From an optimization exercise on the open Yosys and OpenROAD flow, aimed at small area; shortcuts taken in it are not production practice.
Only simulation tests tie the RTL to the original design; equivalence was not proved.
Power and IR drop assume default switching activity.

==> run a: inputs <==
==> flow/design.v (excerpt) <==
module twiddle_rom #(
    parameter DATA_WIDTH = 12,
    parameter ADDR_WIDTH = 8
)(
    input  wire                      clk,
    input  wire [ADDR_WIDTH-1:0]     addr_forward,
    input  wire [ADDR_WIDTH-1:0]     addr_backward,
    input  wire [6:0]                addr_pwm,
    output wire [DATA_WIDTH-1:0]     data_forward,
    output wire [DATA_WIDTH-1:0]     data_backward,
    output wire [DATA_WIDTH-1:0]     data_pwm
);
==> flow/config.mk <==
export PLATFORM = sky130hd
export DESIGN_NAME = twiddle_rom
export DESIGN_NICKNAME = twiddle_rom
export VERILOG_FILES = /design/flow/design.v
export SDC_FILE = /design/flow/constraint.sdc
export NUM_CORES = 4
export LEC_CHECK = 0
export ABC_AREA = 1
export CAP_MARGIN = 20
export CORE_MARGIN = 2
export CORE_UTILIZATION = 55
export GPL_TIMING_DRIVEN = 0
export SETUP_SLACK_MARGIN = 0.05
export SLEW_MARGIN = 20
==> flow/constraint.sdc <==
create_clock -name core_clock -period 5.0 [get_ports {clk}]
set_input_delay 1.0000 -clock core_clock [delete_from_list [all_inputs] [get_ports {clk}]]
set_output_delay 1.0000 -clock core_clock [all_outputs]
set_load 0.01 [all_outputs]
standard.sh (not shown) runs the stock make flow with config.mk's settings and CLKGATE_MAP_FILE= SYNTH_SCRIPT=/design/flow/synth_recipe.tcl, a recipe that flattens the netlist after the stock synthesis.
==> flow/flow/run.sh <==
#!/bin/bash
# Own flow: the standard layout (standard.sh) with these changes:
#  1. Yosys's ABC call maps the logic with flow/abc_map.script (strash; dch; map -D 1500)
#     instead of ORFS's script, which also buffers and resizes; OpenROAD repairs timing later.
#  2. ADDER_MAP_FILE is empty, so synthesis does not extract half/full adders ahead of ABC.
#  3. Port buffers are sky130_fd_sc_hd__buf_1 (every port still gets one).
# Everything else, including the synthesis script itself, is the standard flow's.
set -euo pipefail
W=$(pwd)
{
  echo "proc abc {args} {"
  echo "  set i [lsearch -exact \$args -script]"
  echo "  if {\$i >= 0} { lset args [expr {\$i + 1}] $W/flow/abc_map.script }"
  echo "  yosys abc {*}\$args"
  echo "}"
  cat "$W/synth_recipe.tcl"
} > "$W/flow_synth.tcl"
bash "$W/standard.sh" "SYNTH_SCRIPT=$W/flow_synth.tcl" "ADDER_MAP_FILE=" \
  "BUFFER_PORTS_ARGS=-buffer_cell sky130_fd_sc_hd__buf_1" finish > "$W/orfs_make.log" 2>&1
==> flow/flow/abc_map.script <==
strash
dch
map -D 1500
topo
==> inputs of run b, as changes to run a <==
--- a/flow/design.v
+++ b/flow/design.v
@@ -874,29 +874,30 @@
     assign tp_new_n173 = (~(tp_new_n172)) | (~(ra_p[4])) | (~(tp_new_n134));
     assign tp_new_n174 = (~(tp_new_n33)&~(tp_new_n104)) | (~(tp_new_n74));
     assign tp_new_n175 = (~(ra_p[5])&~(tp_new_n142)) | (~(tp_new_n35)&~(tp_new_n142));
     assign tp_new_n176 = (~(ra_p[4])&~(tp_new_n175));
     assign tp_new_n177 = (~(ra_p[3])&~(tp_new_n176));
     assign xp[11] = (~(tp_new_n171)&~(tp_new_n174)) | (~(tp_new_n171)&~(tp_new_n177)) | (~(ra_p[3])&~(tp_new_n174)) | (~(tp_new_n173)&~(tp_new_n174)) | (~(ra_p[3])&~(tp_new_n177)) | (~(tp_new_n173)&~(tp_new_n177));
-    function [11:0] cneg(input [11:0] x, input j);
+    function [11:0] cneg(input [11:0] x, input j, input c8);
         reg [11:0] c;
         integer i;
         begin
             c = 12'd0;
             c[2] = ~x[1];
-            for (i = 3; i < 9; i = i + 1) c[i] = c[i-1] & ~x[i-1];
+            for (i = 3; i < 8; i = i + 1) c[i] = c[i-1] & ~x[i-1];
+            c[8]  = c8;
             c[9]  = ~x[8] | c[8];
             c[10] = ~x[9] & c[9];
             c[11] = ~x[10] | c[10];
             cneg[0] = x[0] ^ j;
             cneg[1] = x[1];
             for (i = 2; i < 8; i = i + 1) cneg[i] = x[i] ^ (j & ~c[i]);
             cneg[8]  = x[8] ^ (j & c[8]);
             cneg[9]  = x[9] ^ (j & ~c[9]);
             cneg[10] = x[10] ^ (j & c[10]);
             cneg[11] = x[11] ^ (j & c[11]);
         end
     endfunction
-    assign data_forward  = cneg(xf, ra_f[0]);
-    assign data_backward = cneg(xb, ra_b[0]);
-    assign data_pwm      = cneg(xp, ra_p[0] ^ ra_p[6]);
+    assign data_forward  = cneg(xf, ra_f[0], ra_f[7:1] == 7'd0 || ra_f[7:1] == 7'd37);
+    assign data_backward = cneg(xb, ra_b[0], ra_b[7:1] == 7'd0 || ra_b[7:1] == 7'd58);
+    assign data_pwm      = cneg(xp, ra_p[0] ^ ra_p[6], 1'b0);
 endmodule
--- a/flow/config.mk
+++ b/flow/config.mk
@@ -5,10 +5,10 @@
 export SDC_FILE = /design/flow/constraint.sdc
 export NUM_CORES = 4
 export LEC_CHECK = 0
 export ABC_AREA = 1
 export CAP_MARGIN = 20
 export CORE_MARGIN = 2
-export CORE_UTILIZATION = 55
+export CORE_UTILIZATION = 45
 export GPL_TIMING_DRIVEN = 0
 export SETUP_SLACK_MARGIN = 0.05
 export SLEW_MARGIN = 20
==> inputs of run c, as changes to run a <==
--- a/flow/design.v
+++ b/flow/design.v
@@ -874,29 +874,30 @@
     assign tp_new_n173 = (~(tp_new_n172)) | (~(ra_p[4])) | (~(tp_new_n134));
     assign tp_new_n174 = (~(tp_new_n33)&~(tp_new_n104)) | (~(tp_new_n74));
     assign tp_new_n175 = (~(ra_p[5])&~(tp_new_n142)) | (~(tp_new_n35)&~(tp_new_n142));
     assign tp_new_n176 = (~(ra_p[4])&~(tp_new_n175));
     assign tp_new_n177 = (~(ra_p[3])&~(tp_new_n176));
     assign xp[11] = (~(tp_new_n171)&~(tp_new_n174)) | (~(tp_new_n171)&~(tp_new_n177)) | (~(ra_p[3])&~(tp_new_n174)) | (~(tp_new_n173)&~(tp_new_n174)) | (~(ra_p[3])&~(tp_new_n177)) | (~(tp_new_n173)&~(tp_new_n177));
-    function [11:0] cneg(input [11:0] x, input j);
+    function [11:0] cneg(input [11:0] x, input j, input c8);
         reg [11:0] c;
         integer i;
         begin
             c = 12'd0;
             c[2] = ~x[1];
-            for (i = 3; i < 9; i = i + 1) c[i] = c[i-1] & ~x[i-1];
+            for (i = 3; i < 8; i = i + 1) c[i] = c[i-1] & ~x[i-1];
+            c[8]  = c8;
             c[9]  = ~x[8] | c[8];
             c[10] = ~x[9] & c[9];
             c[11] = ~x[10] | c[10];
             cneg[0] = x[0] ^ j;
             cneg[1] = x[1];
             for (i = 2; i < 8; i = i + 1) cneg[i] = x[i] ^ (j & ~c[i]);
             cneg[8]  = x[8] ^ (j & c[8]);
             cneg[9]  = x[9] ^ (j & ~c[9]);
             cneg[10] = x[10] ^ (j & c[10]);
             cneg[11] = x[11] ^ (j & c[11]);
         end
     endfunction
-    assign data_forward  = cneg(xf, ra_f[0]);
-    assign data_backward = cneg(xb, ra_b[0]);
-    assign data_pwm      = cneg(xp, ra_p[0] ^ ra_p[6]);
+    assign data_forward  = cneg(xf, ra_f[0], ra_f[7:1] == 7'd0 || ra_f[7:1] == 7'd37);
+    assign data_backward = cneg(xb, ra_b[0], ra_b[7:1] == 7'd0 || ra_b[7:1] == 7'd58);
+    assign data_pwm      = cneg(xp, ra_p[0] ^ ra_p[6], 1'b0);
 endmodule
==> comparison <==
Against run c, the global-route usage of run a is higher by 5.5 points. In run b the critical path depth is lower than in run c, by 1. Total power: run a > run b > run c. Worst setup slack: run c > run a > run b. Die area: run a < run c < run b. The lowest worst hold slack belongs to run a, the highest to run c. In run b the first-iteration DRC count is lower than in run a, by 32%. The highest clock power belongs to run a, the lowest to run c.

-- what the ideal ports hide --
The flow's constraints put no driver on any port. The routed layouts listed below were extracted and timed again, unchanged, in two steps. Step 1 assumes that a clkbuf_16 drives the clock port and a buf_2 every other input. Step 2 times the ports against the registers' clock, not the clock port: input delays grow and output delays shrink by t, the midpoint of the rising clock arrivals with the driver on. Three values: ideal ports, drivers, drivers and shift; two values: the first two.
run | t (ns) | setup slack, ns | clock arrival spread, ns
run a | 0.332 | 0.144 / 0.104 / 0.436 | 0.006 / 0.007
run b | 0.301 | 0.114 / 0.085 / 0.386 | 0.008 / 0.008
run c | 0.289 | 0.191 / 0.163 / 0.453 | 0.001 / 0.001
After both steps setup and hold are still met in every run listed.
